What follows belongs to an exercise in optimizing a design on an open flow for small area; a production flow would make more cautious choices.
Only simulation tests tie the RTL to the original design; equivalence was not proved.

File: design/flow/design.v
module CC(
           clk,
           rst_n,
           in_valid,
           mode,
           xi,
           yi,
           out_valid,
           xo,
           yo
       );
input               clk, rst_n, in_valid;
input       [1:0]   mode;
input       [7:0]   xi, yi;
output              out_valid;
output      [7:0]   xo, yo;
localparam S_IDLE = 3'd0;
localparam S_CAP  = 3'd1;
localparam S_DIV  = 3'd2;
localparam S_RUN  = 3'd3;
localparam S_MUL  = 3'd4;
localparam S_OUT  = 3'd5;
reg [2:0] st;
reg [1:0] op;
reg [4:0] cnt;
reg [1:0] md;
reg       valid;
reg       gneg;
reg       first;
reg       ph;
reg [7:0] X, Y, YU;
reg [7:0] AX, AR, AE, BX, BR;
reg [8:0] BE;           
reg [13:0] AQ, BQ, DY;
wire [15:0] ACC = {YU, Y};
assign out_valid = valid;
assign xo = X;
assign yo = Y & {8{valid}};
wire m0 = md == 2'd0;
wire m1 = md == 2'd1;
wire cap = (st == S_IDLE && in_valid) || st == S_CAP;
wire [1:0] pidx = (st == S_IDLE) ? 2'd0 : cnt[1:0];
wire p0 = cap && pidx == 2'd0;
wire p1 = cap && pidx == 2'd1;
wire p2 = cap && pidx == 2'd2;
wire p3 = cap && pidx == 2'd3;
wire lastm = p3 && !m1;
wire [7:0] xprev = ({8{lastm}} & BX) | ({8{~lastm}} & AX);
wire [7:0] yprev = ({8{lastm}} & BE[7:0]) | ({8{~lastm}} & YU);
wire [8:0] xsub = {xprev[7], xprev} + {~xi[7], ~xi} + 9'd1;
wire ycin = ~(pidx == 2'd2 && m0);
wire [8:0] ysub = {yprev[7], yprev} + {~yi[7], ~yi} + {8'd0, ycin};
wire [13:0] xsub14 = {{5{xsub[8]}}, xsub};
wire [13:0] ysub14 = {{5{ysub[8]}}, ysub};
wire div    = st == S_DIV;
wire render = st == S_RUN;
wire dinit  = div && cnt[4:1] == 4'd0;            
wire dlast  = div && cnt[4:1] == 4'd8;            
wire [7:0] initv = DY[7:0] & {8{AQ[8]}};          
wire [8:0] et = AE + AR + {7'd0, div & AQ[7]};
wire [9:0] eu = {1'b0, et} + {2'b11, ~DY[7:0]};   
wire       ec = ~eu[9];
wire [7:0] rem_new = ({8{ec}} & eu[7:0]) | ({8{~ec}} & et[7:0]);
wire qsh = div && !dinit;
wire [8:0] fQ = ({9{qsh}} & {AQ[8], AQ[6:0], ec}) | ({9{~qsh}} & AQ[8:0]);
wire r_new = !render && !dinit;
wire e_new = !dinit && !dlast;
wire [7:0] fR = ({8{render}} & AR) | ({8{dinit}} & initv) | ({8{r_new}} & rem_new);
wire [7:0] fE = ({8{dinit}} & initv) | ({8{e_new}} & rem_new);
wire [7:0] fX = AX + (AQ[7:0] & {8{render}}) + {7'd0, render & ec};
wire row_end  = ~first && X == AX;
wire last_row = Y == YU;
wire swap = div || (render && (first || row_end));
wire div_end = div && cnt == 5'd17;
wire mul  = st == S_MUL;
wire o0 = op == 2'd0, o1 = op == 2'd1, o2 = op == 2'd2, o3 = op == 2'd3;
wire smallop = m1 && !o3;
wire mstep = ~(smallop && cnt > 5'd6);
wire sh    = mul && (ph || !mstep);               
wire last  = sh && cnt == 5'd13;
wire sstep = cnt == (smallop ? 5'd6 : 5'd13);     
wire oab = o0 || o1;
wire [2:0] bi = cnt[2:0];
wire sA_AR = m1 && o0, sA_DY = !m1 || o1, sA_AX = m1 && o2, sA_BX = m1 && o3;
wire sB_AE = m1 && o0, sB_AQ = !m1 || o1, sB_BE = m1 && o2, sB_DY = m1 && o3;
wire bitA = (sA_AR & AR[bi]) | (sA_DY & DY[0]) | (sA_AX & AX[bi]) | (sA_BX & BX[0]);
wire bitB = (sB_AE & AE[bi]) | (sB_AQ & AQ[0]) | (sB_BE & BE[bi]) | (sB_DY & DY[0]);
wire mbit = mstep & (ph ? bitB : bitA);
wire g0 = mbit & ~ph, g1 = mbit & ph;
wire pAR = g0 & m1 & oab, pAX = g0 & m1 & o2, pBQ = g0 & (!m1 || o3);
wire pAE = g1 & m1 & oab, pBE = g1 & (!m1 || o2), pAQ = g1 & m1 & o3;
wire [15:0] PM = ({16{pAR}} & {{8{AR[7]}}, AR}) | ({16{pAX}} & {{8{AX[7]}}, AX})
               | ({16{pBQ}} & {{2{BQ[13]}}, BQ}) | ({16{pAE}} & {{8{AE[7]}}, AE})
               | ({16{pBE}} & {{7{BE[8]}}, BE}) | ({16{pAQ}} & {{2{AQ[13]}}, AQ});
wire neg  = (ph ? (m1 ? op[0] : gneg) : (m1 ? 1'b0 : ~gneg)) ^ sstep;
wire mneg = mbit & neg;
wire [15:0] pp = PM ^ {16{mneg}};
wire [15:0] accin = ACC & {16{cnt != 5'd0 || ph}};
wire [15:0] asum = accin + pp + {15'd0, mneg};
wire drop = asum[0];
wire [15:0] acc_nx = ({16{sh}} & {asum[15], asum[15:1]}) | ({16{~sh}} & asum);
wire d_zero = (ACC == 16'd0) && ({BR[5:0], BX} == 14'd0);
wire x_res = st == S_OUT && !m1;
wire x_bx  = div_end || (render && row_end && !last_row);
wire x_inc = render && !row_end;
always @(posedge clk or negedge rst_n) begin
    if (!rst_n)
        X <= 8'd0;
    else
        X <= ({8{x_res}} & {ACC[2:0], DY[13:9]}) | ({8{x_bx}} & BX) | ({8{x_inc}} & (X + 8'd1));
end
always @(posedge clk or negedge rst_n) begin
    if (!rst_n) begin
        st    <= S_IDLE;
        valid <= 1'b0;
    end else begin
        case (st)
            S_IDLE: begin
                valid <= 1'b0;
                if (in_valid) st <= S_CAP;
            end
            S_CAP:
                if (pidx == 2'd3) st <= m0 ? S_DIV : S_MUL;
            S_DIV:
                if (div_end) begin
                    st    <= S_RUN;
                    valid <= 1'b1;
                end
            S_RUN:
                if (row_end && last_row) begin
                    st    <= S_IDLE;
                    valid <= 1'b0;
                end
            S_MUL:
                if (last && (m1 ? o3 : o1)) st <= S_OUT;
            S_OUT: begin
                st    <= S_IDLE;
                valid <= 1'b1;
            end
            default: st <= S_IDLE;
        endcase
    end
end
wire idle    = st == S_IDLE;
wire cnt_clr = p3 || last;
wire cnt_inc = !idle && !cnt_clr && (!mul || sh);
wire cnt_hld = !idle && !cnt_clr && !cnt_inc;
wire op_inc  = !cap && last;
wire fst_set = div_end;
wire fst_upd = !div_end && render;
wire gn_set  = last && o0;
wire gn_clr  = !gn_set && cap;
wire yu_ld   = p0 || (p2 && m1);
wire out     = st == S_OUT;
wire y_inc   = render && row_end;
wire ax_xi   = p0 || p2;
wire ax_sub  = p3 && m1;
wire ax_sw   = swap;
wire aq_sh   = sh && (m1 ? o1 : 1'b1);
wire bx_ld   = p1 || p3;
wire ch_sh   = sh && m1 && (o0 || o3);
wire bq_sh   = sh && m1 && o2;
wire dy_sh   = sh && (m1 ? (o1 || o3) : 1'b1);
always @(posedge clk) begin
    cnt   <= ({5{idle}} & (5'd1)) | ({5{cnt_inc}} & (cnt + 5'd1)) | ({5{cnt_hld}} & (cnt));
    ph    <= mul && mstep && !ph;
    op    <= ({2{op_inc}} & (op + 2'd1)) | ({2{!cap && !last}} & (op));
    first <= fst_set | (fst_upd & row_end) | (!fst_set && !fst_upd && first);
    gneg  <= (gn_set & asum[15]) | (!gn_set && !gn_clr && gneg);
    md    <= ({2{p0}} & (mode)) | ({2{!p0}} & (md));
    YU    <= ({8{yu_ld}} & (yi)) | ({8{mul}} & (acc_nx[15:8])) | ({8{!yu_ld && !mul}} & (YU));
    Y     <= ({8{p2}} & (yi)) | ({8{y_inc}} & (Y + 8'd1)) | ({8{mul}} & (acc_nx[7:0]))
           | ({8{out & m1}} & ({6'd0, d_zero, ~ACC[15] & ~d_zero})) | ({8{out & ~m1}} & (DY[8:1]))
           | ({8{!p2 && !y_inc && !out && !mul}} & (Y));
    AX <= ({8{ax_xi}} & (xi)) | ({8{ax_sub}} & (xsub[7:0])) | ({8{ax_sw}} & (BX))
        | ({8{!ax_xi && !ax_sub && !ax_sw}} & (AX));
    AR <= ({8{p1}} & (xsub[7:0])) | ({8{swap}} & (BR)) | ({8{!p1 && !swap}} & (AR));
    AE <= ({8{p1}} & (ysub[7:0])) | ({8{swap}} & (BE[7:0])) | ({8{!p1 && !swap}} & (AE));
    AQ <= ({14{p2}} & (xsub14)) | ({14{swap}} & ({AQ[13:9], BQ[8:0]}))
        | ({14{aq_sh}} & ({m1 ? drop : AQ[0], AQ[13:1]}))
        | ({14{!p2 && !swap && !aq_sh}} & (AQ));
    BX <= ({8{bx_ld}} & (xi)) | ({8{swap}} & (fX)) | ({8{ch_sh}} & ({BR[0], BX[7:1]}))
        | ({8{!bx_ld && !swap && !ch_sh}} & (BX));
    BQ <= ({14{p3}} & (xsub14)) | ({14{swap}} & ({BQ[13:9], fQ}))
        | ({14{bq_sh}} & ({drop, BQ[13:1]})) | ({14{!p3 && !swap && !bq_sh}} & (BQ));
    BR <= ({8{swap}} & (fR)) | ({8{ch_sh}} & ({BR[7:6], drop, BR[5:1]}))
        | ({8{!swap && !ch_sh}} & (BR));
    BE <= ({9{p1}} & ({BE[8], yi})) | ({9{p3}} & (ysub)) | ({9{swap}} & ({BE[8], fE}))
        | ({9{!p1 && !p3 && !swap}} & (BE));
    DY <= ({14{p2}} & (ysub14)) | ({14{dy_sh}} & ({(m1 || o1) ? drop : DY[0], DY[13:1]}))
        | ({14{!p2 && !dy_sh}} & (DY));
end
endmodule
File: design/flow/run.sh
#!/bin/bash
# synth_recipe.tcl (not shown) runs the flow's synth.tcl, then flattens the netlist and writes it again
# the make line also repeats each setting of config.mk as NAME=value (left out here)
make -C /OpenROAD-flow-scripts/flow DESIGN_CONFIG=/design/flow/config.mk WORK_HOME=/design/flow/orfs CLKGATE_MAP_FILE= SYNTH_SCRIPT=/design/flow/synth_recipe.tcl finish
File: design/flow/config.mk
export PLATFORM = sky130hd
export DESIGN_NAME = CC
export DESIGN_NICKNAME = CC
export VERILOG_FILES = /design/flow/design.v
export SDC_FILE = /design/flow/constraint.sdc
export NUM_CORES = 4
export LEC_CHECK = 0
export CAP_MARGIN = 20
export CORE_MARGIN = 2
export CORE_UTILIZATION = 40
export CTS_BUF_LIST = sky130_fd_sc_hd__clkbuf_8
export PLACE_DENSITY = 0.6
export SLEW_MARGIN = 20
File: design/flow/constraint.sdc
create_clock -name core_clock -period 50.0 [get_ports {clk}]
set_input_delay 10.0000 -clock core_clock [delete_from_list [all_inputs] [get_ports {clk}]]
set_output_delay 10.0000 -clock core_clock [all_outputs]
set_load 0.01 [all_outputs]
==> results of run 1 <==
worst max-delay path: stages:
cell	delay [ns]
sky130_fd_sc_hd__clkdlybuf4s50_1	0.58
sky130_fd_sc_hd__fa_1	0.53
sky130_fd_sc_hd__fa_1	0.44
sky130_fd_sc_hd__nor2b_1	0.12
sky130_fd_sc_hd__o21ai_0	0.09
sky130_fd_sc_hd__nand2b_1	0.11
sky130_fd_sc_hd__a21o_1	0.12
sky130_fd_sc_hd__a21o_1	0.14
sky130_fd_sc_hd__nand2_1	0.06
sky130_fd_sc_hd__a31oi_1	0.39
sky130_fd_sc_hd__nor2_1	0.19
sky130_fd_sc_hd__a221o_1	0.30
metrics by stage:
step	setup WS, ns	std cells
2_1_floorplan	37.89	1183
3_3_place_gp	36.87	1503
3_5_place_dp	36.87	1503
4_1_cts	37.35	1535
5_1_grt	37.21	1535
6_report	37.28	1535
placed cells by master, fill, tap and decap left out, types with 5 or more instances in the layout:
cell / netlist / final
sky130_fd_sc_hd__o221ai_1: 7 / 7
sky130_fd_sc_hd__dfxtp_1: 117 / 117
sky130_fd_sc_hd__o211ai_1: 13 / 13
sky130_fd_sc_hd__nand4_1: 9 / 9
sky130_fd_sc_hd__nand2_1: 96 / 96
sky130_fd_sc_hd__ha_1: 61 / 61
sky130_fd_sc_hd__mux2i_1: 22 / 22
sky130_fd_sc_hd__mux2_2: 18 / 18
sky130_fd_sc_hd__a21oi_1: 52 / 52
sky130_fd_sc_hd__inv_1: 60 / 62
sky130_fd_sc_hd__dfrtp_1: 12 / 12
sky130_fd_sc_hd__clkdlybuf4s50_1: 0 / 37
sky130_fd_sc_hd__a21o_1: 21 / 21
sky130_fd_sc_hd__clkbuf_8: 0 / 18
sky130_fd_sc_hd__nand3_1: 28 / 28
sky130_fd_sc_hd__a21boi_0: 5 / 5
sky130_fd_sc_hd__nor3_1: 13 / 12
sky130_fd_sc_hd__a221o_1: 47 / 47
sky130_fd_sc_hd__a32oi_1: 5 / 5
sky130_fd_sc_hd__o21bai_1: 6 / 6
sky130_fd_sc_hd__nor2_1: 107 / 107
sky130_fd_sc_hd__buf_4: 0 / 16
sky130_fd_sc_hd__and3_1: 17 / 17
sky130_fd_sc_hd__nand2b_1: 11 / 11
sky130_fd_sc_hd__xor2_1: 45 / 45
sky130_fd_sc_hd__a221oi_1: 20 / 20
sky130_fd_sc_hd__nor4_1: 10 / 9
sky130_fd_sc_hd__o21ai_0: 97 / 97
sky130_fd_sc_hd__and2_1: 33 / 32
sky130_fd_sc_hd__a22oi_1: 21 / 21
sky130_fd_sc_hd__nor2b_1: 14 / 14
sky130_fd_sc_hd__a222oi_1: 36 / 36
sky130_fd_sc_hd__xnor2_1: 36 / 36
sky130_fd_sc_hd__fa_1: 9 / 9
sky130_fd_sc_hd__a31oi_1: 10 / 10
worst max-delay path by stage:
stage / slack (ns) / end / depth (start not counted) / startpoint
3_5_place_dp: 36.87 / DY[9] / 12 / yi[0]
4_1_cts: 37.35 / DY[9] / 12 / yi[0]
6_report: 37.28 / DY[9] / 12 / yi[0]
5_1_grt: 37.21 / YU[0] / 8 / in_valid
3_3_place_gp: 36.87 / DY[10] / 12 / yi[0]
2_1_floorplan: 37.89 / BE[6] / 11 / yi[0]
state kept, by name, summed over array words and instances, names as in the netlist, named ones only:
| name | flops |
|---|---|
| AQ | 14 |
| BQ | 14 |
| DY | 14 |
| BE | 9 |
| AE | 8 |
| AR | 8 |
| AX | 8 |
| BR | 8 |
| BX | 8 |
| X | 8 |
| YU | 8 |
| Y | 8 |
| cnt | 5 |
| st | 3 |
| op | 2 |
| first | 1 |
| gneg | 1 |
| ph | 1 |
| valid | 1 |
cell usage after synthesis (all sizes together) (5+ instances only):
library cell and count:
a21oi 52, o221ai 7, and2 34, ha 61, mux4 7, nor3 13, o211ai 13, a221o 47
inv 60, nor2 108, mux2i 22, nand4 9, dfxtp 117, mux2 18, buf 14, a22oi 21
a32oi 5, a21o 21, a221oi 21, o21bai 6, xnor2 36, a31oi 10, nand3 28, nand2 96
and3 17, xor2 46, dfrtp 12, clkbuf 43, a21boi 7, nor4 10, nor2b 14, o21ai 98
a222oi 36, fa 9, nand2b 11
layout make-up:
class	instances	area, sq um
Fill cell	2422	13330
Multi-Input combinational cell	934	6749
Sequential cell	131	2703
Timing Repair Buffer	53	490.5
Tap cell	324	405.4
Clock buffer	18	247.7
Inverter	61	229.0
Clock inverter	14	162.7
per-layer routing:
layer	up-vias	track usage	wire length [um]
met5	-	0	0
met4	0	0.1161	1408
met3	94	0.05419	3298
met2	537	0.4165	15660
met1	4723	0.3844	15780
li1	4484	-	-
kinds of logic (layout without fill, tap and decap cells):
group                    count (synthesis)  in the layout  synth area share
XOR/XNOR                                82             82           0.07332
adder cells (fa/ha/maj)                 70             70           0.09531
AO/OA/AOI/OAI                          375            375            0.2778
buffers and inverters                  118            146           0.04639
multiplexers                            47             47           0.05979
AND/OR/NAND/NOR                        360            360            0.1743
flip-flops                             131            131            0.2730
==> impl_metrics.ini, run 1 <==
[logic_synthesis]
yosys.area.top_type_share = 0.2366
yosys-top-cells-area = sky130_fd_sc_hd__dfxtp_1 (24%), sky130_fd_sc_hd__ha_1 (7.7%), sky130_fd_sc_hd__o21ai_0 (4.9%)
syn_area_per_cell_sq_um = 8.367
yosysSeqAreaShare = 0.2730
synth_fp_nets = 1274
synth_top_flop_cell = sky130_fd_sc_hd__dfxtp_1
yosys_warnings = 1
synth_cell_types = 78
synth.ff_latch_count = 131
synth_top_cell_by_area = sky130_fd_sc_hd__dfxtp_1
synth_area_sq_um = 9898
ys_async_sr_fraction = 0.09160
synth-edff-count = 2
syn_inst = 1183

[timing]
max_slew_margin = 0.1367
fmaxAchievable_ghz = 0.07861
fin_tns_setup_ns = 0
clock_skew_ns = 0.01244
final_period_minus_worst_setup_slack_ns = 12.72
finalHoldViolations = 0
min_period_over_period = 0.2544
holdWs_ns = 0.4777
slew_violations = 0
rsz_0062_raised_after_global_routing = no
tightest_slew_ns = 1.285
setup-violations-final = 0

[global_route]
global_route_wire_length_before_repair_mm = 55.12
grt_antenna_before_repair = 0
first_global_vias = 9088
grt_max_degree = 54
gr_usage_total = 0.2760
grt.overflow.total = 0

[place]
gp_routability_congestion = 0.9792
placement.cell_area_sq_um = 10580
number_of_port_buffers = 37
place_hpwl_mm = 27.17

[detailed_routing]
antenna_violating_nets_post_route = 0
first_iter_violations = 1572
avgRoutedWirePerCell_um = 23.55
wirelength_mm = 36.15
drc_errors = 0
dr_vias = 9838
first_pass_iters = 9
vias_per_cell = 6.409

[outcome]
status = finished clean

[floorplanning]
die_area_sq_um = 26020
die-width_um = 161.3
die_y_um = 161.3
num_rows = 57
io-pin-count = 38
initial_core_util = 0.4070
core-area_sq_um = 24320

[clock_network]
clock-sinks = 131
cts_repair_resize_count = 0
cts_tree = done
postCtsSetupRepairBufs = 0
cts_made_buffers = 17
cts_max_path_buffers = 2
cts.clk_slew.worst_paths_ns = 0.09
cts_htree_levels = 4
post_cts_hold_buffer_count = 0
clock_tree.root_cell = sky130_fd_sc_hd__clkbuf_8
worst_skew_pair.late_latency_ns = 0.46

[cells_and_area]
syn_to_layout_area_delta_pct = 11.00
insertedDiodeCount = 0
final_util = 0.4518
post_route_cells_drive_above_1_share = 0.06936
final_net_count = 1289
final_area_sq_um = 10990

[hold_path]
hold-path-cell-count = 2
min-delay-path-class = reg -> reg
min_delay_worst_endpoint = BE[8]
hp-start = BE[8]

[critical_path]
r2r_setup_slack_ns = 43.38
critPathMaxFanout = 6
arrival_time_of_the_worst_setup_path_ns = 13.07
category_of_the_most_critical_setup_path = in -> reg
critical_path.endpoint_type = flip-flop
worstReg2RegEnd = YU[6]
timing.reg2reg.worst_path_depth = 20
critical_path.startpoint_type = input pin
worstPathRequired_ns = 50.35
r2r-start = cnt[0]

[run]
drv.max_cap_violation_count = 0
==> inputs of run 2 (changes only) <==
--- a/design/flow/design.v
+++ b/design/flow/design.v
@@ -38,2 +38,20 @@
 assign yo = Y & {8{valid}};
+function [16:0] rca;
+    input [15:0] a, b;
+    input        cin;
+    integer k;
+    reg c;
+    begin
+        c = cin;
+        for (k = 0; k < 16; k = k + 1) begin
+            rca[k] = a[k] ^ b[k] ^ c;
+            c = (a[k] & b[k]) | (c & (a[k] ^ b[k]));
+        end
+        rca[16] = c;
+    end
+endfunction
+wire [16:0] xinc = rca({8'd0, X}, 16'd0, 1'b1);
+wire [16:0] yinc = rca({8'd0, Y}, 16'd0, 1'b1);
+wire [16:0] cinc = rca({11'd0, cnt}, 16'd0, 1'b1);
+wire [16:0] oinc = rca({14'd0, op}, 16'd0, 1'b1);
 wire m0 = md == 2'd0;
@@ -49,5 +67,7 @@
 wire [7:0] yprev = ({8{lastm}} & BE[7:0]) | ({8{~lastm}} & YU);
-wire [8:0] xsub = {xprev[7], xprev} + {~xi[7], ~xi} + 9'd1;
+wire [16:0] xsub_w = rca({{8{xprev[7]}}, xprev}, {{8{~xi[7]}}, ~xi}, 1'b1);
+wire [8:0] xsub = xsub_w[8:0];
 wire ycin = ~(pidx == 2'd2 && m0);
-wire [8:0] ysub = {yprev[7], yprev} + {~yi[7], ~yi} + {8'd0, ycin};
+wire [16:0] ysub_w = rca({{8{yprev[7]}}, yprev}, {{8{~yi[7]}}, ~yi}, ycin);
+wire [8:0] ysub = ysub_w[8:0];
 wire [13:0] xsub14 = {{5{xsub[8]}}, xsub};
@@ -59,4 +79,6 @@
 wire [7:0] initv = DY[7:0] & {8{AQ[8]}};          
-wire [8:0] et = AE + AR + {7'd0, div & AQ[7]};
-wire [9:0] eu = {1'b0, et} + {2'b11, ~DY[7:0]};   
+wire [16:0] et_w = rca({8'd0, AE}, {8'd0, AR}, div & AQ[7]);
+wire [8:0] et = et_w[8:0];
+wire [16:0] eu_w = rca({7'd0, et}, {8'hff, ~DY[7:0]}, 1'b0);   
+wire [9:0] eu = eu_w[9:0];
 wire       ec = ~eu[9];
@@ -69,3 +91,4 @@
 wire [7:0] fE = ({8{dinit}} & initv) | ({8{e_new}} & rem_new);
-wire [7:0] fX = AX + (AQ[7:0] & {8{render}}) + {7'd0, render & ec};
+wire [16:0] fX_w = rca({8'd0, AX}, {8'd0, AQ[7:0] & {8{render}}}, render & ec);
+wire [7:0] fX = fX_w[7:0];
 wire row_end  = ~first && X == AX;
@@ -98,3 +121,4 @@
 wire [15:0] accin = ACC & {16{cnt != 5'd0 || ph}};
-wire [15:0] asum = accin + pp + {15'd0, mneg};
+wire [16:0] asum_w = rca(accin, pp, mneg);
+wire [15:0] asum = asum_w[15:0];
 wire drop = asum[0];
@@ -109,3 +133,3 @@
     else
-        X <= ({8{x_res}} & {ACC[2:0], DY[13:9]}) | ({8{x_bx}} & BX) | ({8{x_inc}} & (X + 8'd1));
+        X <= ({8{x_res}} & {ACC[2:0], DY[13:9]}) | ({8{x_bx}} & BX) | ({8{x_inc}} & xinc[7:0]);
 end
@@ -164,5 +188,5 @@
 always @(posedge clk) begin
-    cnt   <= ({5{idle}} & (5'd1)) | ({5{cnt_inc}} & (cnt + 5'd1)) | ({5{cnt_hld}} & (cnt));
+    cnt   <= ({5{idle}} & (5'd1)) | ({5{cnt_inc}} & (cinc[4:0])) | ({5{cnt_hld}} & (cnt));
     ph    <= mul && mstep && !ph;
-    op    <= ({2{op_inc}} & (op + 2'd1)) | ({2{!cap && !last}} & (op));
+    op    <= ({2{op_inc}} & (oinc[1:0])) | ({2{!cap && !last}} & (op));
     first <= fst_set | (fst_upd & row_end) | (!fst_set && !fst_upd && first);
@@ -171,3 +195,3 @@
     YU    <= ({8{yu_ld}} & (yi)) | ({8{mul}} & (acc_nx[15:8])) | ({8{!yu_ld && !mul}} & (YU));
-    Y     <= ({8{p2}} & (yi)) | ({8{y_inc}} & (Y + 8'd1)) | ({8{mul}} & (acc_nx[7:0]))
+    Y     <= ({8{p2}} & (yi)) | ({8{y_inc}} & (yinc[7:0])) | ({8{mul}} & (acc_nx[7:0]))
            | ({8{out & m1}} & ({6'd0, d_zero, ~ACC[15] & ~d_zero})) | ({8{out & ~m1}} & (DY[8:1]))
--- a/design/flow/config.mk
+++ b/design/flow/config.mk
@@ -11,2 +11,4 @@
 export CTS_BUF_LIST = sky130_fd_sc_hd__clkbuf_8
+export CTS_CLUSTER_DIAMETER = 100
+export CTS_CLUSTER_SIZE = 30
 export PLACE_DENSITY = 0.6
==> run 2 against run 1 <==
Non-clock buffer count is 2 higher. Utilization is 0.27 points higher. Maximum frequency down 8.5%. Highest routed layer unchanged. Critical path depth is 1 higher. Area after synthesis is 8.4% lower.
==> impl_metrics.ini, run 2 <==
[outcome]
status = finished clean

[detailed_routing]
wirelength_mm = 33.99
dr_vias = 8625
first_pass_iters = 8
first_iter_violations = 1221
drc_errors = 0
antenna_violating_nets_post_route = 0
avgRoutedWirePerCell_um = 25.79
vias_per_cell = 6.544

[critical_path]
category_of_the_most_critical_setup_path = in -> reg
critical_path.startpoint_type = input pin
cpPeakStageDelay_ns = 0.51
critical-path-slowest-cell = sky130_fd_sc_hd__clkdlybuf4s50_1
worstReg2RegEnd = YU[6]
critical_path.endpoint_type = flip-flop
timing.reg2reg.worst_path_depth = 27
r2r_setup_slack_ns = 40.50
crit_path_cell_trace = clkdlybuf4s50_1 -> fa_1 -> fa_1 -> fa_1 -> fa_1 -> fa_1 -> fa_1 -> inv_1 -> fa_1 -> fa_1 -> nor2_1 -> a31oi_1 -> o311ai_2
critPathMaxFanout = 6
most_frequent_cell_on_critical_path = sky130_fd_sc_hd__fa_1
arrival_time_of_the_worst_setup_path_ns = 14.24
r2r-start = ph
worstPathRequired_ns = 50.34

[logic_synthesis]
syn_inst = 1006
synth.most_common_cell = sky130_fd_sc_hd__nand2_1
ys_async_sr_fraction = 0.09160
yosys_warnings = 1
synth_area_sq_um = 9062
synth-edff-count = 2
yosys.area.top_type_share = 0.2585
yosysSeqAreaShare = 0.2982
synth_fp_nets = 1102
yosys-top-cells-area = sky130_fd_sc_hd__dfxtp_1 (26%), sky130_fd_sc_hd__fa_1 (11%), sky130_fd_sc_hd__a221o_1 (6.5%)
synth_cell_types = 71
synth_top_flop_cell = sky130_fd_sc_hd__dfxtp_1
synth.top_cells.by_count = sky130_fd_sc_hd__nand2_1 (125), sky130_fd_sc_hd__dfxtp_1 (117), sky130_fd_sc_hd__inv_1 (64)
synth.ff_latch_count = 131
syn_area_per_cell_sq_um = 9.008
synth_top_cell_by_area = sky130_fd_sc_hd__dfxtp_1

[clock_network]
cts_tree = done
post_cts_hold_buffer_count = 0
cts_repair_resize_count = 0
cts.clk_slew.worst_paths_ns = 0.08
cts_made_buffers = 17
worst_skew_pair.late_latency_ns = 0.47
cts_max_path_buffers = 2
clock_tree.root_cell = sky130_fd_sc_hd__clkbuf_8
clock-sinks = 131
cts_htree_levels = 4
postCtsSetupRepairBufs = 0

[timing]
fmaxAchievable_ghz = 0.07192
clock_skew_ns = 0.01428
slew_violations = 0
setup-violations-final = 0
tightest_slew_ns = 1.100
min_period_over_period = 0.2781
finalHoldViolations = 0
final_period_minus_worst_setup_slack_ns = 13.90
max_slew_margin = 0.2642
rsz_0062_raised_after_global_routing = no
fin_tns_setup_ns = 0

[place]
placement.cell_area_sq_um = 9697
gp_routability_congestion = 1.006
place_hpwl_mm = 25.76
number_of_port_buffers = 37

[floorplanning]
initial_core_util = 0.4040
io-pin-count = 38
core-area_sq_um = 22430
die_y_um = 154.5
die_area_sq_um = 23880
num_rows = 55
die-width_um = 154.5

[hold_path]
hold-path-cell-count = 2
min_delay_worst_endpoint = AE[6]
hp-start = AE[6]
min-delay-path-class = reg -> reg

[global_route]
first_global_vias = 8213
gr_usage_total = 0.2879
global_route_wire_length_before_repair_mm = 51.83
grt_antenna_before_repair = 0
grt.overflow.total = 0
grt_max_degree = 47

[run]
drv.max_cap_violation_count = 0

[cells_and_area]
final_area_sq_um = 10200
insertedDiodeCount = 0
largest_registers_ranked_by_flip_flop_count = AQ: 14 flops, BQ: 14 flops, DY: 14 flops
final_cell_mix = sky130_fd_sc_hd__nand2_1 (125), sky130_fd_sc_hd__dfxtp_1 (117), sky130_fd_sc_hd__inv_1 (65), sky130_fd_sc_hd__nor2_1 (60), sky130_fd_sc_hd__a221o_1 (59)
mostFrequentLayoutCell = sky130_fd_sc_hd__nand2_1
post_route_cells_drive_above_1_share = 0.07067
syn_to_layout_area_delta_pct = 12.51
final_net_count = 1116
[run 2: cell count changes in the layout (fill, tap and decap cells not counted), moves of 23 or more]
cell and change:
sky130_fd_sc_hd__a22oi_1 +23, sky130_fd_sc_hd__fa_1 +42, sky130_fd_sc_hd__ha_1 -37, sky130_fd_sc_hd__nand2_1 +29, sky130_fd_sc_hd__nor2_1 -47, sky130_fd_sc_hd__o21ai_0 -60, sky130_fd_sc_hd__xnor2_1 -28
[run 2: cell families after synthesis]
family                     synth area share
DFF                                  0.2982
xor gates and xnor gates            0.03466
muxes                               0.04901
AOI/OAI and AO/OA                    0.2647
and+or+nand+nor                      0.1552
adders and majority gates            0.1458
buffers and inverters               0.05246
[run 2: layout make-up]
cell class	count	area, sq um
Tap cell	285	356.6
Timing Repair Buffer	55	503.0
Multi-Input combinational cell	751	5914
Inverter	64	240.2
Clock inverter	10	176.4
Sequential cell	131	2703
Fill cell	2198	12240
Clock buffer	22	302.8
[run 2: through the flow]
stage / cells / utilization / hold slack, ns / setup WS [ns]
2_1_floorplan: 1006 / - / 0.4257 / 36.37
3_3_place_gp: 1284 / 0.4322 / 0.4537 / 35.67
3_5_place_dp: 1284 / 0.4322 / 0.4622 / 35.63
4_1_cts: 1316 / 0.4536 / 0.4797 / 36.08
5_1_grt: 1318 / 0.4545 / 0.5058 / 35.88
6_report: 1318 / 0.4545 / 0.4895 / 36.10
[run 2: per-layer routing]
metal  up-vias  track usage  part of all wire
met5         -            0                 0
met4         0       0.1261             0.040
met3        80      0.05688             0.094
met2       509       0.4462              0.44
met1      4238       0.3910              0.42
li1       3798            -                 -
[run 2: worst max path at each step]
stage,from,end,slack [ns],cells after the start
2_1_floorplan,yi[0],BE[7],36.37,10
3_3_place_gp,yi[0],DY[13],35.67,13
3_5_place_dp,yi[0],DY[13],35.63,13
4_1_cts,yi[0],DY[13],36.08,13
5_1_grt,yi[0],DY[13],35.88,13
6_report,yi[0],DY[13],36.10,13
[run 2: worst max-delay path: cells and delay by family]
| kind | cells | cell delay, ns |
|---|---|---|
| fa+ha+maj | 8 | 3.12 |
| simple gates | 1 | 0.15 |
| buf+inv | 2 | 0.59 |
| compound gates | 2 | 0.37 |
==> inputs of run 3 (changes only) <==
--- a/design/flow/config.mk
+++ b/design/flow/config.mk
@@ -11,4 +11,2 @@
 export CTS_BUF_LIST = sky130_fd_sc_hd__clkbuf_8
-export CTS_CLUSTER_DIAMETER = 100
-export CTS_CLUSTER_SIZE = 30
 export PLACE_DENSITY = 0.6
==> run 3 against run 2 <==
Synthesized cell count did not move. Via count did not move. Area after synthesis did not move. Largest cell class unchanged.
==> impl_metrics.ini, run 3 <==
[cells_and_area]
sequential_cell_area_sq_um = 2703
mostFrequentLayoutCell = sky130_fd_sc_hd__nand2_1
final_area_sq_um = 10200
largest_registers_ranked_by_flip_flop_count = AQ: 14 flops, BQ: 14 flops, DY: 14 flops
final_net_count = 1116
final_cell_mix = sky130_fd_sc_hd__nand2_1 (125), sky130_fd_sc_hd__dfxtp_1 (117), sky130_fd_sc_hd__inv_1 (65), sky130_fd_sc_hd__nor2_1 (60), sky130_fd_sc_hd__a221o_1 (59)
multi_input_comb_area_sq_um = 5914
stdcell_count = 1318
fillerInstances = 2198
insertedDiodeCount = 0
post_route_cells_drive_above_1_share = 0.07067
syn_to_layout_area_delta_pct = 12.51
final_util = 0.4545

[run]
drv.max_cap_violation_count = 0

[logic_synthesis]
synth.most_common_cell = sky130_fd_sc_hd__nand2_1
synth_area_sq_um = 9062
synth_top_family_by_area = compound AO/OA/AOI/OAI gates
synth.top_cells.by_count = sky130_fd_sc_hd__nand2_1 (125), sky130_fd_sc_hd__dfxtp_1 (117), sky130_fd_sc_hd__inv_1 (64)
synth_simple_gate_area_frac = 0.1552
ys_async_sr_fraction = 0.09160
synth-edff-count = 2
yosys.area.top_type_share = 0.2585
post_synth_fa_ha_maj_area_fraction = 0.1458
synth.mux.area_fraction = 0.04901
syn_area_per_cell_sq_um = 9.008
synth.ff_latch_count = 131
synthXorXnorAreaFrac = 0.03465
synth_top_cell_by_area = sky130_fd_sc_hd__dfxtp_1
synth_fp_nets = 1102
synth_cell_types = 71
yosys-top-cells-area = sky130_fd_sc_hd__dfxtp_1 (26%), sky130_fd_sc_hd__fa_1 (11%), sky130_fd_sc_hd__a221o_1 (6.5%)
synth_compound_gate_area_share = 0.2647
synth_top_flop_cell = sky130_fd_sc_hd__dfxtp_1
yosys_warnings = 1
syn_inst = 1006
yosysSeqAreaShare = 0.2982

[place]
place_hpwl_mm = 25.76
gp_routability_congestion = 1.006
placement.cell_area_sq_um = 9697
number_of_port_buffers = 37
placed_cells = 1284

[clock_network]
worst_skew_pair.late_latency_ns = 0.47
clock-sinks = 131
clock_tree.root_cell = sky130_fd_sc_hd__clkbuf_8
cts_max_path_buffers = 2
cts_made_buffers = 17
postCtsSetupRepairBufs = 0
post_cts_hold_buffer_count = 0
cts_tree = done
cts.clk_slew.worst_paths_ns = 0.08
cts_repair_resize_count = 0
cts_htree_levels = 4

[detailed_routing]
drc_errors = 0
avgRoutedWirePerCell_um = 25.79
dr_vias = 8625
vias_per_cell = 6.544
wirelength_mm = 33.99
first_pass_iters = 8
antenna_violating_nets_post_route = 0
first_iter_violations = 1221

[hold_path]
min_delay_worst_endpoint = AE[6]
min-delay-path-class = reg -> reg
hold-path-cell-count = 2
hp-start = AE[6]

[timing]
slew_violations = 0
fin_tns_setup_ns = 0
finalHoldViolations = 0
rsz_0062_raised_after_global_routing = no
min_period_over_period = 0.2781
clock_skew_ns = 0.01428
final_period_minus_worst_setup_slack_ns = 13.90
max_slew_margin = 0.2642
fmaxAchievable_ghz = 0.07192
tightest_slew_ns = 1.100
setup-violations-final = 0

[critical_path]
category_of_the_most_critical_setup_path = in -> reg
critical_path.startpoint_type = input pin
critPathMaxFanout = 6
r2r-start = ph
timing.reg2reg.worst_path_depth = 27
worstReg2RegEnd = YU[6]
worstPathRequired_ns = 50.34
critical_path.endpoint_type = flip-flop
r2r_setup_slack_ns = 40.50
arrival_time_of_the_worst_setup_path_ns = 14.24

[global_route]
first_global_vias = 8213
global_route_wire_length_before_repair_mm = 51.83
grt_antenna_before_repair = 0
grt.overflow.total = 0
gr_usage_total = 0.2879
grt_max_degree = 47

[floorplanning]
die-width_um = 154.5
io-pin-count = 38
die_area_sq_um = 23880
initial_core_util = 0.4040
core-area_sq_um = 22430
die_y_um = 154.5
num_rows = 55

[outcome]
status = finished clean
[run 3: cell counts in the layout (fill, tap and decap cells not counted)]
No cell type changed its count.
[run 3: final cells by class]
type,instances,area share
Sequential cell,131,0.2651
Multi-Input combinational cell,751,0.5801
Timing Repair Buffer,55,0.04933
Clock buffer,22,0.02970
Tap cell,285,0.03497
Inverter,64,0.02356
Clock inverter,10,0.01730
[run 3: logic make-up (layout without fill, tap and decap cells)]
logic type                 count (synthesis)  after routing
AOI/OAI and AO/OA                        299            299
xor gates and xnor gates                  35             35
adders and majority gates                 75             75
buffers and inverters                    124            151
DFF                                      131            131
muxes                                     43             43
and+or+nand+nor                          299            299
[run 3: metrics by stage]
stage	hold WS, ns	setup slack [ns]
2_1_floorplan	0.4257	36.37
3_3_place_gp	0.4537	35.67
3_5_place_dp	0.4622	35.63
4_1_cts	0.4797	36.08
5_1_grt	0.5058	35.88
6_report	0.4895	36.10
[run 3: layer usage]
layer,vias up,part of all wire,track usage
met5,-,0,0
met4,0,0.040,0.1261
met1,4238,0.42,0.3910
li1,3798,-,-
met2,509,0.44,0.4462
met3,80,0.094,0.05688
[run 3: worst max-delay path by stage]
| stage | endpoint | from | slack, ns |
|---|---|---|---|
| floorplan | BE[7] | yi[0] | 36.37 |
| global placement | DY[13] | yi[0] | 35.67 |
| detailed placement | DY[13] | yi[0] | 35.63 |
| CTS | DY[13] | yi[0] | 36.08 |
| global route | DY[13] | yi[0] | 35.88 |
| finish | DY[13] | yi[0] | 36.10 |
[run 3: worst max-delay path, stage by stage]
cell                              delay, ns
sky130_fd_sc_hd__clkdlybuf4s50_1       0.51
sky130_fd_sc_hd__fa_1                  0.48
sky130_fd_sc_hd__fa_1                  0.42
sky130_fd_sc_hd__fa_1                  0.43
sky130_fd_sc_hd__fa_1                  0.44
sky130_fd_sc_hd__fa_1                  0.44
sky130_fd_sc_hd__fa_1                  0.40
sky130_fd_sc_hd__inv_1                 0.08
sky130_fd_sc_hd__fa_1                  0.21
sky130_fd_sc_hd__fa_1                  0.30
sky130_fd_sc_hd__nor2_1                0.15
sky130_fd_sc_hd__a31oi_1               0.25
sky130_fd_sc_hd__o311ai_2              0.12
==> inputs of run 4 (changes only) <==
==> design/flow/flow/run.sh (new file) <==
#!/bin/bash
cp standard.sh standard.sh.txt
export CTS_ARGS="-sink_clustering_enable -repair_clock_nets -dont_use_dummy_load -buf_list sky130_fd_sc_hd__clkbuf_8"
bash standard.sh > standard.log 2>&1
==> design/flow/standard.sh (new file) <==
#!/bin/bash
# synth_recipe.tcl (not shown) runs the flow's synth.tcl, then flattens the netlist and writes it again
# the make line also repeats each setting of config.mk as NAME=value (left out here)
make -C /OpenROAD-flow-scripts/flow DESIGN_CONFIG=/design/flow/config.mk WORK_HOME=/design/flow/orfs CLKGATE_MAP_FILE= SYNTH_SCRIPT=/design/flow/synth_recipe.tcl "${@:-finish}"
removed: design/flow/run.sh
==> run 4 against run 3 <==
Final area down 2.4%. Sequential share of layout area up 0.65 points. Synthesized cell count unchanged. Critical path type unchanged. Highest routed layer unchanged. Critical endpoint unchanged.
==> impl_metrics.ini, run 4 <==
[global_route]
grt_antenna_before_repair = 0
gr_usage_total = 0.2866
global_route_wire_length_before_repair_mm = 51.47
grt.overflow.total = 0
grt_max_degree = 47
first_global_vias = 8165

[timing]
clock_skew_ns = 0.01906
fmaxAchievable_ghz = 0.07183
rsz_0062_raised_after_global_routing = no
tightest_slew_ns = 1.068
min_period_over_period = 0.2784
max_slew_margin = 0.2852
finalHoldViolations = 0
holdWs_ns = 0.4846
setup-violations-final = 0
finalWorstSetupSlack_ns = 36.08
fin_tns_setup_ns = 0
slew_violations = 0
final_period_minus_worst_setup_slack_ns = 13.92

[clock_network]
cts_htree_levels = 4
cts_repair_resize_count = 0
clock-sinks = 131
cts_max_path_buffers = 2
cts.clk_slew.worst_paths_ns = 0.07
postCtsSetupRepairBufs = 0
clock_tree.root_cell = sky130_fd_sc_hd__clkbuf_8
worst_skew_pair.late_latency_ns = 0.47
cts_made_buffers = 17
post_cts_hold_buffer_count = 0
cts_tree = done

[critical_path]
critical-path-slowest-cell = sky130_fd_sc_hd__clkdlybuf4s50_1
arrival_time_of_the_worst_setup_path_ns = 14.26
most_frequent_cell_on_critical_path = sky130_fd_sc_hd__fa_1
critical_path.endpoint_type = flip-flop
timing.reg2reg.worst_path_depth = 26
worstPathRequired_ns = 50.33
critical_path.startpoint_type = input pin
category_of_the_most_critical_setup_path = in -> reg
crit_path_cell_trace = clkdlybuf4s50_1 -> fa_1 -> fa_1 -> fa_1 -> fa_1 -> fa_1 -> fa_1 -> inv_1 -> fa_1 -> fa_1 -> nor2_1 -> a31oi_1 -> o311ai_2
critPathMaxFanout = 6
cpPeakStageDelay_ns = 0.51

[cells_and_area]
stdcell_count = 1303
mostFrequentLayoutCell = sky130_fd_sc_hd__nand2_1
final_area_sq_um = 9951
largest_registers_ranked_by_flip_flop_count = AQ: 14 flops, BQ: 14 flops, DY: 14 flops
final_net_count = 1116
final_util = 0.4436
syn_to_layout_area_delta_pct = 9.803
insertedDiodeCount = 0
post_route_cells_drive_above_1_share = 0.05796
final_cell_mix = sky130_fd_sc_hd__nand2_1 (125), sky130_fd_sc_hd__dfxtp_1 (117), sky130_fd_sc_hd__inv_1 (64), sky130_fd_sc_hd__nor2_1 (60), sky130_fd_sc_hd__a221o_1 (59)

[detailed_routing]
dr_vias = 8598
drc_errors = 0
antenna_violating_nets_post_route = 0
avgRoutedWirePerCell_um = 25.96
wirelength_mm = 33.83
first_iter_violations = 1062
first_pass_iters = 9
vias_per_cell = 6.599

[logic_synthesis]
synth_fp_nets = 1102
synth_area_sq_um = 9062
synth_cell_types = 71
yosys_warnings = 1
synth.ff_latch_count = 131
syn_area_per_cell_sq_um = 9.008
synth-edff-count = 2
synth_top_flop_cell = sky130_fd_sc_hd__dfxtp_1
yosysSeqAreaShare = 0.2982
synth.most_common_cell = sky130_fd_sc_hd__nand2_1
synth.top_cells.by_count = sky130_fd_sc_hd__nand2_1 (125), sky130_fd_sc_hd__dfxtp_1 (117), sky130_fd_sc_hd__inv_1 (64)
ys_async_sr_fraction = 0.09160
synth_top_cell_by_area = sky130_fd_sc_hd__dfxtp_1
yosys-top-cells-area = sky130_fd_sc_hd__dfxtp_1 (26%), sky130_fd_sc_hd__fa_1 (11%), sky130_fd_sc_hd__a221o_1 (6.5%)
syn_inst = 1006
yosys.area.top_type_share = 0.2585

[place]
placed_cells = 1284
gp_routability_congestion = 1.006
number_of_port_buffers = 37
placement.cell_area_sq_um = 9697
place_hpwl_mm = 25.76
pre_cts_ws_ns = 35.63

[outcome]
status = finished clean

[floorplanning]
die_y_um = 154.5
die-width_um = 154.5
core-area_sq_um = 22430
die_area_sq_um = 23880
num_rows = 55
initial_core_util = 0.4040
io-pin-count = 38

[hold_path]
hold-path-cell-count = 2
min-delay-path-class = reg -> reg

[run]
drv.max_cap_violation_count = 0
[run 4: worst paths after layout]
path                       startpoint     end  slack, ns
setup / recovery                yi[0]  DY[13]      36.08
hold / removal                  BE[8]   BE[8]       0.48
setup reg to reg                st[0]   BX[7]      40.55
hold reg to reg                 BE[8]   BE[8]       0.48
max in group asynchronous       rst_n   st[2]      39.77
min in group asynchronous       rst_n   st[0]       9.88
[run 4: kinds of logic after synthesis]
kind of cell / after synthesis / synth area share
compound gates: 299 / 0.2647
fa+ha+maj: 75 / 0.1458
simple gates: 299 / 0.1552
flops: 131 / 0.2982
mux: 43 / 0.04901
buf+inv: 124 / 0.05246
xor+xnor: 35 / 0.03466
[run 4: final cells by class]
cell class                 count  area, sq um
tap                          285        356.6
sequential                   131         2703
inverter                      64        240.2
fill                        2223        12480
multi-input combinational    751         5914
clock buffer                  17        234.0
timing repair buffer          55        503.0
[run 4: metal layers]
layer / routed length, um / up-vias / track usage / part of all wire
met5: 0 / - / 0 / 0
met4: 1385 / 0 / 0.1327 / 0.041
met3: 3091 / 78 / 0.05632 / 0.091
met2: 15040 / 459 / 0.4409 / 0.44
met1: 14320 / 4274 / 0.3894 / 0.42
li1: - / 3787 / - / -
[run 4: critical path: cells and delay by family]
family | cells | cell delay (ns)
buffers and inverters | 2 | 0.59
adders and majority gates | 8 | 3.13
AOI/OAI and AO/OA | 2 | 0.36
and+or+nand+nor | 1 | 0.15
==> inputs of run 5 (changes only) <==
--- a/design/flow/design.v
+++ b/design/flow/design.v
@@ -67,7 +67,5 @@
 wire [7:0] yprev = ({8{lastm}} & BE[7:0]) | ({8{~lastm}} & YU);
-wire [16:0] xsub_w = rca({{8{xprev[7]}}, xprev}, {{8{~xi[7]}}, ~xi}, 1'b1);
-wire [8:0] xsub = xsub_w[8:0];
+wire [8:0] xsub;
 wire ycin = ~(pidx == 2'd2 && m0);
-wire [16:0] ysub_w = rca({{8{yprev[7]}}, yprev}, {{8{~yi[7]}}, ~yi}, ycin);
-wire [8:0] ysub = ysub_w[8:0];
+wire [8:0] ysub;
 wire [13:0] xsub14 = {{5{xsub[8]}}, xsub};
@@ -79,4 +77,7 @@
 wire [7:0] initv = DY[7:0] & {8{AQ[8]}};          
-wire [16:0] et_w = rca({8'd0, AE}, {8'd0, AR}, div & AQ[7]);
+wire [8:0] etA = ({9{cap}} & {yprev[7], yprev}) | ({9{~cap}} & {1'b0, AE});
+wire [8:0] etB = ({9{cap}} & {~yi[7], ~yi}) | ({9{~cap}} & {1'b0, AR});
+wire [16:0] et_w = rca({{7{etA[8]}}, etA}, {{7{etB[8]}}, etB}, (div & AQ[7]) | (cap & ycin));
 wire [8:0] et = et_w[8:0];
+assign ysub = et;
 wire [16:0] eu_w = rca({7'd0, et}, {8'hff, ~DY[7:0]}, 1'b0);   
@@ -91,4 +92,6 @@
 wire [7:0] fE = ({8{dinit}} & initv) | ({8{e_new}} & rem_new);
-wire [16:0] fX_w = rca({8'd0, AX}, {8'd0, AQ[7:0] & {8{render}}}, render & ec);
+wire [7:0] fXb = ({8{render}} & AQ[7:0]) | ({8{cap}} & ~xi);
+wire [16:0] fX_w = rca({{8{xprev[7]}}, xprev}, {{8{fXb[7]}}, fXb}, (render & ec) | cap);
 wire [7:0] fX = fX_w[7:0];
+assign xsub = fX_w[8:0];
 wire row_end  = ~first && X == AX;
==> design/flow/run.sh (new file) <==
#!/bin/bash
# synth_recipe.tcl (not shown) runs the flow's synth.tcl, then flattens the netlist and writes it again
# the make line also repeats each setting of config.mk as NAME=value (left out here)
make -C /OpenROAD-flow-scripts/flow DESIGN_CONFIG=/design/flow/config.mk WORK_HOME=/design/flow/orfs CLKGATE_MAP_FILE= SYNTH_SCRIPT=/design/flow/synth_recipe.tcl finish
removed: design/flow/flow/run.sh
removed: design/flow/standard.sh
==> run 5 against run 4 <==
Still clean. Final area down 0.30%. Non-clock buffer count is 2 higher. Count of clock-buffer cells in the layout stayed put. Critical path depth grew 15. Cell count increased by 3.0%. Routed wire length grew 2.3%. Global-route usage up 0.41 points. Hold slack gained 0.0045 ns. Area after synthesis shrank 1.8%. Flip-flop and latch count is the same.
==> impl_metrics.ini, run 5 <==
[logic_synthesis]
synth_top_cell_by_area = sky130_fd_sc_hd__dfxtp_1
synth.most_common_cell = sky130_fd_sc_hd__nand2_1
yosys_warnings = 1
yosys.area.top_type_share = 0.2631
synth_cell_types = 71
synth_top_flop_cell = sky130_fd_sc_hd__dfxtp_1
syn_inst = 1035
yosysSeqAreaShare = 0.3035
ys_async_sr_fraction = 0.09160
synth.top_cells.by_count = sky130_fd_sc_hd__nand2_1 (170), sky130_fd_sc_hd__dfxtp_1 (117), sky130_fd_sc_hd__o21ai_0 (71)
synth_area_sq_um = 8904
syn_area_per_cell_sq_um = 8.602
synth-edff-count = 2
synth.ff_latch_count = 131
yosys-top-cells-area = sky130_fd_sc_hd__dfxtp_1 (26%), sky130_fd_sc_hd__fa_1 (8.3%), sky130_fd_sc_hd__nand2_1 (7.2%)
synth_fp_nets = 1116

[clock_network]
worst_skew_pair.late_latency_ns = 0.48
cts_max_path_buffers = 2
cts_htree_levels = 4
cts_tree = done
postCtsSetupRepairBufs = 0
cts_made_buffers = 17
clock-sinks = 131
cts_repair_resize_count = 0
cts.clk_slew.worst_paths_ns = 0.08
post_cts_hold_buffer_count = 0
clock_tree.root_cell = sky130_fd_sc_hd__clkbuf_8

[cells_and_area]
final_util = 0.4546
mostFrequentLayoutCell = sky130_fd_sc_hd__nand2_1
insertedDiodeCount = 0
post_route_cells_drive_above_1_share = 0.07439
final_cell_mix = sky130_fd_sc_hd__nand2_1 (170), sky130_fd_sc_hd__dfxtp_1 (117), sky130_fd_sc_hd__o21ai_0 (70), sky130_fd_sc_hd__nor2_1 (51), sky130_fd_sc_hd__a22oi_1 (51)
syn_to_layout_area_delta_pct = 11.42
largest_registers_ranked_by_flip_flop_count = AQ: 14 flops, BQ: 14 flops, DY: 14 flops
stdcell_count = 1342
final_net_count = 1130
fillerInstances = 2148

[timing]
rsz_0062_raised_after_global_routing = no
finalWorstSetupSlack_ns = 30.30
max_slew_margin = 0.2116
min_period_over_period = 0.3939
tightest_slew_ns = 1.174
finalHoldViolations = 0
fin_tns_setup_ns = 0
clock_skew_ns = 0.02114
slew_violations = 0
fmaxAchievable_ghz = 0.05077
final_period_minus_worst_setup_slack_ns = 19.70
setup-violations-final = 0

[global_route]
first_global_vias = 8182
gr_usage_total = 0.2907
grt_max_degree = 49
grt.overflow.total = 0
global_route_wire_length_before_repair_mm = 51.78
grt_antenna_before_repair = 0

[floorplanning]
io-pin-count = 38
initial_core_util = 0.4080
die-width_um = 153.2
core-area_sq_um = 21820
die_y_um = 153.2
num_rows = 54
die_area_sq_um = 23470

[detailed_routing]
drc_errors = 0
antenna_violating_nets_post_route = 0
avgRoutedWirePerCell_um = 25.78
dr_vias = 8820
vias_per_cell = 6.572
first_pass_iters = 13
first_iter_violations = 1552
wirelength_mm = 34.59

[critical_path]
critical_path.startpoint_type = input pin
timing.reg2reg.worst_path_depth = 30
category_of_the_most_critical_setup_path = in -> reg
arrival_time_of_the_worst_setup_path_ns = 20.11
crit_start = in_valid
r2r-start = cnt[1]
critPathMaxFanout = 48
worstPathRequired_ns = 50.41
critical_path.endpoint_type = flip-flop

[place]
gp_routability_congestion = 0.9954
place_hpwl_mm = 25.45
placed_cells = 1310
pre_cts_ws_ns = 29.89
number_of_port_buffers = 37

[outcome]
status = finished clean

[hold_path]
hp-start = gneg
hold-path-cell-count = 2
min-delay-path-class = reg -> reg

[run]
drv.max_cap_violation_count = 0
-- run 5: cell types whose count changed after synthesis, sizes merged, moves of 8 or more --
| cell | previous run | this run |
|---|---|---|
| inv | 64 | 45 |
| nand2 | 125 | 172 |
| a221o | 59 | 50 |
| nor2 | 62 | 51 |
| mux2 | 1 | 10 |
| a221oi | 14 | 6 |
| buf | 7 | 15 |
| mux2i | 41 | 32 |
| fa | 51 | 37 |
| o211ai | 20 | 12 |
| o21ai | 37 | 76 |
-- run 5: final timing paths --
check	endpoint	slack (ns)
worst max-delay path	AQ[7]	30.30
worst min-delay path	gneg	0.49
worst max register to register	AQ[7]	38.71
worst min register to register	gneg	0.49
max in group asynchronous	st[2]	39.52
min in group asynchronous	X[6]	9.97
-- run 5: final cells by class --
type / instances / area, sq um / share of cell area
Clock inverter: 15 / 132.6 / 0.01337
Tap cell: 280 / 350.3 / 0.03531
Multi-Input combinational cell: 797 / 5812 / 0.5858
Clock buffer: 17 / 234.0 / 0.02358
Inverter: 45 / 168.9 / 0.01703
Timing Repair Buffer: 57 / 520.5 / 0.05247
Sequential cell: 131 / 2703 / 0.2724
-- run 5: metal layers --
metal | share of wire | vias up | track usage
li1 | - | 3902 | -
met5 | 0.0014 | - | 0.01656
met4 | 0.050 | 2 | 0.1283
met1 | 0.41 | 4222 | 0.4010
met2 | 0.43 | 579 | 0.4218
met3 | 0.11 | 115 | 0.08194
-- run 5: cell families after synthesis --
logic type               synth area share
buffers and inverters             0.04890
flip-flops                         0.3035
XOR/XNOR                          0.03443
AO/OA/AOI/OAI                      0.2666
AND/OR/NAND/NOR                    0.1795
multiplexers                      0.05157
adder cells (fa/ha/maj)            0.1155
-- run 5: worst max-delay path, cell delays in order --
cell	delay, ns
sky130_fd_sc_hd__clkdlybuf4s50_1	0.48
sky130_fd_sc_hd__o21ai_4	0.14
sky130_fd_sc_hd__buf_4	0.41
sky130_fd_sc_hd__o21ai_0	0.22
sky130_fd_sc_hd__fa_1	0.49
sky130_fd_sc_hd__fa_1	0.46
sky130_fd_sc_hd__fa_1	0.46
sky130_fd_sc_hd__fa_1	0.46
sky130_fd_sc_hd__fa_1	0.47
sky130_fd_sc_hd__fa_1	0.47
sky130_fd_sc_hd__fa_1	0.56
sky130_fd_sc_hd__inv_1	0.11
sky130_fd_sc_hd__fa_1	0.20
sky130_fd_sc_hd__fa_1	0.20
sky130_fd_sc_hd__nand2b_1	0.07
sky130_fd_sc_hd__mux2i_2	0.75
sky130_fd_sc_hd__o21ai_0	0.26
sky130_fd_sc_hd__fa_1	0.49
sky130_fd_sc_hd__fa_1	0.46
sky130_fd_sc_hd__fa_1	0.46
sky130_fd_sc_hd__fa_1	0.46
sky130_fd_sc_hd__fa_1	0.46
sky130_fd_sc_hd__fa_1	0.43
sky130_fd_sc_hd__inv_1	0.08
sky130_fd_sc_hd__fa_1	0.23
sky130_fd_sc_hd__fa_1	0.48
sky130_fd_sc_hd__o21ai_0	0.19
sky130_fd_sc_hd__a221o_1	0.14
-- run 5: stage by stage --
step	area [sq um]	hold WS [ns]
2_1_floorplan	8904	0.4257
3_3_place_gp	9549	0.4764
3_5_place_dp	9549	0.4776
4_1_cts	9916	0.4889
5_1_grt	9921	0.5193
6_report	9921	0.4891
==> inputs of run 6 (changes only) <==
--- a/design/flow/design.v
+++ b/design/flow/design.v
@@ -53,3 +53,2 @@
 wire [16:0] xinc = rca({8'd0, X}, 16'd0, 1'b1);
-wire [16:0] yinc = rca({8'd0, Y}, 16'd0, 1'b1);
 wire [16:0] cinc = rca({11'd0, cnt}, 16'd0, 1'b1);
@@ -113,3 +112,3 @@
 wire bitB = (sB_AE & AE[bi]) | (sB_AQ & AQ[0]) | (sB_BE & BE[bi]) | (sB_DY & DY[0]);
-wire mbit = mstep & (ph ? bitB : bitA);
+wire mbit = mul & mstep & (ph ? bitB : bitA);
 wire g0 = mbit & ~ph, g1 = mbit & ph;
@@ -123,4 +122,4 @@
 wire [15:0] pp = PM ^ {16{mneg}};
-wire [15:0] accin = ACC & {16{cnt != 5'd0 || ph}};
-wire [16:0] asum_w = rca(accin, pp, mneg);
+wire [15:0] accin = ACC & {16{cnt != 5'd0 || ph || !mul}};
+wire [16:0] asum_w = rca(accin, pp, mneg | render);
 wire [15:0] asum = asum_w[15:0];
@@ -198,3 +197,3 @@
     YU    <= ({8{yu_ld}} & (yi)) | ({8{mul}} & (acc_nx[15:8])) | ({8{!yu_ld && !mul}} & (YU));
-    Y     <= ({8{p2}} & (yi)) | ({8{y_inc}} & (yinc[7:0])) | ({8{mul}} & (acc_nx[7:0]))
+    Y     <= ({8{p2}} & (yi)) | ({8{y_inc}} & (asum[7:0])) | ({8{mul}} & (acc_nx[7:0]))
            | ({8{out & m1}} & ({6'd0, d_zero, ~ACC[15] & ~d_zero})) | ({8{out & ~m1}} & (DY[8:1]))
==> design/flow/flow/run.sh (new file) <==
#!/bin/bash
export CTS_ARGS="-sink_clustering_enable -repair_clock_nets -dont_use_dummy_load -buf_list sky130_fd_sc_hd__clkbuf_8"
export BUFFER_PORTS_ARGS="-buffer_cell sky130_fd_sc_hd__buf_1"
bash standard.sh > standard.log 2>&1
==> design/flow/standard.sh (new file) <==
#!/bin/bash
# synth_recipe.tcl (not shown) runs the flow's synth.tcl, then flattens the netlist and writes it again
# the make line also repeats each setting of config.mk as NAME=value (left out here)
make -C /OpenROAD-flow-scripts/flow DESIGN_CONFIG=/design/flow/config.mk WORK_HOME=/design/flow/orfs CLKGATE_MAP_FILE= SYNTH_SCRIPT=/design/flow/synth_recipe.tcl "${@:-finish}"
--- a/design/flow/config.mk
+++ b/design/flow/config.mk
@@ -7,3 +7,3 @@
 export LEC_CHECK = 0
-export CAP_MARGIN = 20
+export CAP_MARGIN = 0
 export CORE_MARGIN = 2
@@ -12,2 +12,2 @@
 export PLACE_DENSITY = 0.6
-export SLEW_MARGIN = 20
+export SLEW_MARGIN = 0
removed: design/flow/run.sh
==> run 6 against run 5 <==
Die area shrank 0.61%. Hold slack lost 0.0073 ns. Global-route usage shrank 0.75 points. Critical endpoint unchanged.
==> impl_metrics.ini, run 6 <==
[floorplanning]
core-area_sq_um = 21760
initial_core_util = 0.4067
die-width_um = 152.7
die_area_sq_um = 23330
io-pin-count = 38
die_y_um = 152.7
num_rows = 54

[logic_synthesis]
synth.most_common_cell = sky130_fd_sc_hd__nand2_1
yosys.area.top_type_share = 0.2647
yosysSeqAreaShare = 0.3054
syn_inst = 1028
synth.ff_latch_count = 131
ys_async_sr_fraction = 0.09160
syn_area_per_cell_sq_um = 8.607
synth-edff-count = 2
synth_area_sq_um = 8848
synth_fp_nets = 1103
yosys_warnings = 1
synth_cell_types = 65
synth_top_cell_by_area = sky130_fd_sc_hd__dfxtp_1
synth_top_flop_cell = sky130_fd_sc_hd__dfxtp_1
yosys-top-cells-area = sky130_fd_sc_hd__dfxtp_1 (26%), sky130_fd_sc_hd__fa_1 (8.6%), sky130_fd_sc_hd__a221o_1 (7.4%)
synth.top_cells.by_count = sky130_fd_sc_hd__nand2_1 (167), sky130_fd_sc_hd__dfxtp_1 (117), sky130_fd_sc_hd__o21ai_0 (69)

[clock_network]
clock_tree.root_cell = sky130_fd_sc_hd__clkbuf_8
worst_skew_pair.late_latency_ns = 0.46
cts_repair_resize_count = 0
post_cts_hold_buffer_count = 0
cts_tree = done
postCtsSetupRepairBufs = 0
clock-sinks = 131
cts.clk_slew.worst_paths_ns = 0.07
cts_max_path_buffers = 2
cts_htree_levels = 4
cts_made_buffers = 17

[timing]
setup-violations-final = 0
fmaxAchievable_ghz = 0.05215
final_period_minus_worst_setup_slack_ns = 19.18
rsz_0062_raised_after_global_routing = no
clock_skew_ns = 0.02646
tightest_slew_ns = 1.199
finalWorstSetupSlack_ns = 30.82
holdWs_ns = 0.4818
finalHoldViolations = 0
fin_tns_setup_ns = 0
slew_violations = 0
max_slew_margin = 0.1944
min_period_over_period = 0.3835

[place]
placement.cell_area_sq_um = 9300
number_of_port_buffers = 37
pre_cts_ws_ns = 30.47
placed_cells = 1308
gp_routability_congestion = 0.9682
place_hpwl_mm = 24.85

[detailed_routing]
avgRoutedWirePerCell_um = 25.40
first_pass_iters = 8
antenna_violating_nets_post_route = 0
dr_vias = 8711
first_iter_violations = 1451
wirelength_mm = 33.65
drc_errors = 0
vias_per_cell = 6.574

[global_route]
first_global_vias = 8010
grt_antenna_before_repair = 2
global_route_wire_length_before_repair_mm = 50.59
grt.overflow.total = 0
grt_max_degree = 57
gr_usage_total = 0.2832

[cells_and_area]
sequential_cell_area_sq_um = 2703
post_route_cells_drive_above_1_share = 0.06603
multi_input_comb_area_sq_um = 5782
syn_to_layout_area_delta_pct = 7.749
final_cell_mix = sky130_fd_sc_hd__nand2_1 (167), sky130_fd_sc_hd__dfxtp_1 (117), sky130_fd_sc_hd__o21ai_0 (69), sky130_fd_sc_hd__a221o_1 (65), sky130_fd_sc_hd__nor2_1 (63)
final_area_sq_um = 9534
final_net_count = 1122
final_util = 0.4382
fillerInstances = 2226
stdcell_count = 1325
insertedDiodeCount = 0
mostFrequentLayoutCell = sky130_fd_sc_hd__nand2_1
largest_registers_ranked_by_flip_flop_count = AQ: 14 flops, BQ: 14 flops, DY: 14 flops

[critical_path]
worstPathRequired_ns = 50.39
crit_start = in_valid
critical-path-slowest-cell = sky130_fd_sc_hd__fa_1
critPathMaxFanout = 46
category_of_the_most_critical_setup_path = in -> reg
cpPeakStageDelay_ns = 0.54
critical_path.startpoint_type = input pin
most_frequent_cell_on_critical_path = sky130_fd_sc_hd__fa_1
r2r-start = st[0]
critical_path.endpoint_type = flip-flop
arrival_time_of_the_worst_setup_path_ns = 19.56

[run]
drv.max_cap_violation_count = 0

[hold_path]
hp-start = BE[8]
min-delay-path-class = reg -> reg

[outcome]
status = finished clean
## run 6: cell types whose count changed after synthesis, sizes merged, moves of 6 or more
cell    before  now
a222oi      31   23
nand4        4   10
xnor2       14    6
nor2        51   63
o311ai       6    0
a22oi       51   40
a221o       50   65
ha          23   16
## run 6: routing by layer
metal	vias to the layer above	wire length, um	part of all wire	track usage
met3	87	3691	0.11	0.07395
met2	549	14360	0.43	0.4130
met5	-	0	0	0
li1	3878	-	-	-
met1	4197	14140	0.42	0.3976
met4	0	1464	0.044	0.1164
## run 6: path summary, 6_finish.rpt
path	endpoint	depth (start not counted)	slack [ns]
max in group asynchronous	st[2]	1	39.75
setup reg to reg	AQ[7]	31	38.90
hold reg to reg	BE[8]	2	0.48
hold / removal	BE[8]	2	0.48
min in group asynchronous	X[1]	1	9.65
setup / recovery	AQ[7]	29	30.82
## run 6: area by class of cell
type,instances,share of cell area
sequential,131,0.2835
timing repair buffer,60,0.03268
inverter,41,0.01614
tap,280,0.03675
multi-input combinational,796,0.6064
clock buffer,17,0.02454
## run 6: kinds of logic (layout without fill, tap and decap cells)
kind of cell / after synthesis / count (layout) / share of synthesized area
adders and majority gates: 54 / 54 / 0.1086
muxes: 48 / 48 / 0.06222
DFF: 131 / 131 / 0.3054
AOI/OAI and AO/OA: 310 / 310 / 0.2641
buffers and inverters: 101 / 118 / 0.04482
xor gates and xnor gates: 29 / 29 / 0.02870
and+or+nand+nor: 355 / 355 / 0.1861
## run 6: worst max-delay path, delay by kind of cell
kind | cells | cell delay [ns]
compound gates | 6 | 0.97
fa+ha+maj | 17 | 7.21
buf+inv | 4 | 0.74
mux | 1 | 0.50
simple gates | 1 | 0.09

-- re-timing with driven ports --
The flow's constraints put no driver on any port. The routed layouts listed below were extracted and timed again, unchanged, in two steps. Step 1, drivers: a clkbuf_16 drives clk and a buf_2 each remaining input, both assumed. Step 2 times the ports against the registers' clock, not the clock port: input delays grow and output delays shrink by t, the midpoint of the rising clock arrivals with the driver on. Three values: ideal ports, drivers, drivers and shift; two values: the first two.
run	t (ns)	slack for setup (ns)	latest minus earliest clock arrival (ns)
run 1	0.499	37.279 / 37.296 / 36.796	0.013 / 0.013
run 2	0.510	36.096 / 36.115 / 35.605	0.014 / 0.014
run 3	0.510	36.096 / 36.115 / 35.605	0.014 / 0.014
run 4	0.500	36.078 / 36.096 / 35.595	0.019 / 0.019
run 5	0.510	30.304 / 30.321 / 29.812	0.021 / 0.021
run 6	0.488	30.823 / 30.836 / 30.348	0.026 / 0.026
After both steps setup and hold are still met in every run listed. The setup slack of run 5, which loses most, moves by +0.017 ns with the drivers and by -0.492 ns with both steps.
